This design comes from an exercise in tuning for small area on the open sky130 flow, not from production work.
The RTL was checked by simulation tests, not by an equivalence proof against the original design.
Power is estimated from default activity; no workload was simulated.

==> flow/design.v (excerpt) <==
module nerv #(
	parameter [31:0] RESET_ADDR = 32'h 0000_0000,
	parameter integer NUMREGS = 32
) (
	input clock,
	input reset,
	output trap,
	output logic [31:0] x10,
	output [31:0] imem_addr,
	input  [31:0] imem_data,
	output        dmem_valid,
	output [31:0] dmem_addr,
	output [ 3:0] dmem_wstrb,
	output [31:0] dmem_wdata,
	input  [31:0] dmem_rdata
);
	localparam OPCODE_LOAD   = 7'b 00_000_11;
	localparam OPCODE_STORE  = 7'b 01_000_11;
	localparam OPCODE_BRANCH = 7'b 11_000_11;
	localparam OPCODE_JALR   = 7'b 11_001_11;
	localparam OPCODE_JAL    = 7'b 11_011_11;
	localparam OPCODE_OP_IMM = 7'b 00_100_11;
	localparam OPCODE_OP     = 7'b 01_100_11;
	localparam OPCODE_AUIPC  = 7'b 00_101_11;
	localparam OPCODE_LUI    = 7'b 01_101_11;
	logic        reset_q;
	logic        trapped;
	logic [31:2] pc;           
	logic [31:2] ppc;          
	logic [31:0] insn_q;       
	logic [31:0] rs1_value_q;
	logic [31:0] rs2_value_q;
	logic        load_freeze;
	logic        mem_rd_enable_q;
	logic [4:0]  mem_rd_reg_q;
	logic [4:0]  mem_rd_func_q;
	logic [31:0] regfile [1:31];
	wire running = !trapped && !reset && !reset_q;
	wire in_reset = reset || reset_q;
	assign trap = trapped;
	wire [31:0] insn = imem_data;
	wire [6:0] f_opcode = insn[6:0];
	wire [4:0] f_rs1 = insn[19:15];
	wire [4:0] f_rs2 = insn[24:20];
	wire [6:0] opcode_q = insn_q[6:0];
	wire [4:0] rd_q     = insn_q[11:7];
	wire [2:0] funct3_q = insn_q[14:12];
	wire [6:0] funct7_q = insn_q[31:25];
	wire q_lui    = opcode_q == OPCODE_LUI;
	wire q_auipc  = opcode_q == OPCODE_AUIPC;
	wire q_jal    = opcode_q == OPCODE_JAL;
  ...
make LEC_CHECK=0 CAP_MARGIN=20 CORE_MARGIN=2 CORE_UTILIZATION=65 CTS_CLUSTER_DIAMETER=60 CTS_CLUSTER_SIZE=30 PLACE_DENSITY=0.8 SLEW_MARGIN=20 SYNTH_HIERARCHICAL=1 finish   # period 10.0 ns
run.sh (not shown) runs the stock make flow with config.mk's settings and CLKGATE_MAP_FILE= SYNTH_SCRIPT=/design/flow/synth_recipe.tcl, a recipe that flattens the netlist after the stock synthesis.
Change:
--- a/flow/config.mk
+++ b/flow/config.mk
@@ -9,6 +9,3 @@
 export CORE_MARGIN = 2
-export CORE_UTILIZATION = 65
-export CTS_CLUSTER_DIAMETER = 60
-export CTS_CLUSTER_SIZE = 30
-export PLACE_DENSITY = 0.8
+export CORE_UTILIZATION = 40
 export SLEW_MARGIN = 20
Synthesized cell count does not change.
Design area is higher by 3.7%.
Die area is higher by 62%.
Clock skew is about the same.
Hold slack is better by 25 ps.
Routed wire length is higher by 8.3%.
Total power is higher by 9.1%.
Worst setup slack is worse by 220 ps.
Maximum frequency is lower by 2.4%.
Flip-flop and latch count does not change.
Clock power is higher by 24%.
Change:
==> flow/flow/run.sh (new file) <==
#!/bin/bash
set -euo pipefail
export BUFFER_PORTS_ARGS="-buffer_cell sky130_fd_sc_hd__buf_2"
export CTS_ARGS="-sink_clustering_enable -repair_clock_nets -sink_clustering_size 30 -sink_clustering_max_diameter 60 -dont_use_dummy_load"
export RECOVER_POWER=100
bash standard.sh > flow.log 2>&1
==> flow/standard.sh (new file) <==
#!/bin/bash
# synth_recipe.tcl (not shown) runs the flow's synth.tcl, then flattens the netlist and writes it again
# the make line also repeats each setting of config.mk as NAME=value (left out here)
make -C /OpenROAD-flow-scripts/flow DESIGN_CONFIG=/design/flow/config.mk WORK_HOME=/design/flow/orfs CLKGATE_MAP_FILE= SYNTH_SCRIPT=/design/flow/synth_recipe.tcl "${@:-finish}"
--- a/flow/config.mk
+++ b/flow/config.mk
@@ -9,3 +9,4 @@
 export CORE_MARGIN = 2
-export CORE_UTILIZATION = 40
+export CORE_UTILIZATION = 65
+export PLACE_DENSITY = 0.8
 export SLEW_MARGIN = 20
removed: flow/run.sh
The new run completed, yet does not pass: capacitance limit, slew limit; die area shrinks by 38%; setup slack got worse by 390 ps; clock-buffer cell count shrinks by 99; final area shrinks by 7.3%; register-to-register slack got worse by 1000 ps; sequential power grows by about 0.7%; clock power shrinks by 34%; critical path depth shrinks by 5.

static timing again, ports no longer ideal:
No port has a modelled driver above. Below, the same layouts with a new extraction and two added sets of constraints. Step 1 sets driving cells, clkbuf_16 on the clock port and buf_2 on the other inputs (assumed; they add their load-dependent delay and slew). Step 2 adds t to the input delays and takes it off the output delays; t is the mean of the earliest and latest rising clock arrival at the registers after step 1. Input paths then give back, and output paths get back, about the clock's delay inside the block. Slacks: no drivers / after step 1 / after step 2; pairs: no drivers / after step 1.
| run | t, ns | setup slack, ns | worst setup path after step 2 | latest minus earliest clock arrival (ns) |
|---|---|---|---|---|
| the first run | 0.782 | 0.844 / 0.771 / 1.553 | register to output | 0.067 / 0.066 |
| the second run | 0.871 | 0.622 / 0.535 / 1.406 | register to output | 0.069 / 0.068 |
| the third run | 0.755 | 0.236 / 0.293 / -0.462 | input to register | 0.133 / 0.133 |
The setup slack of the third run, which loses most, moves by +0.057 ns with the drivers and by -0.698 ns with both steps.
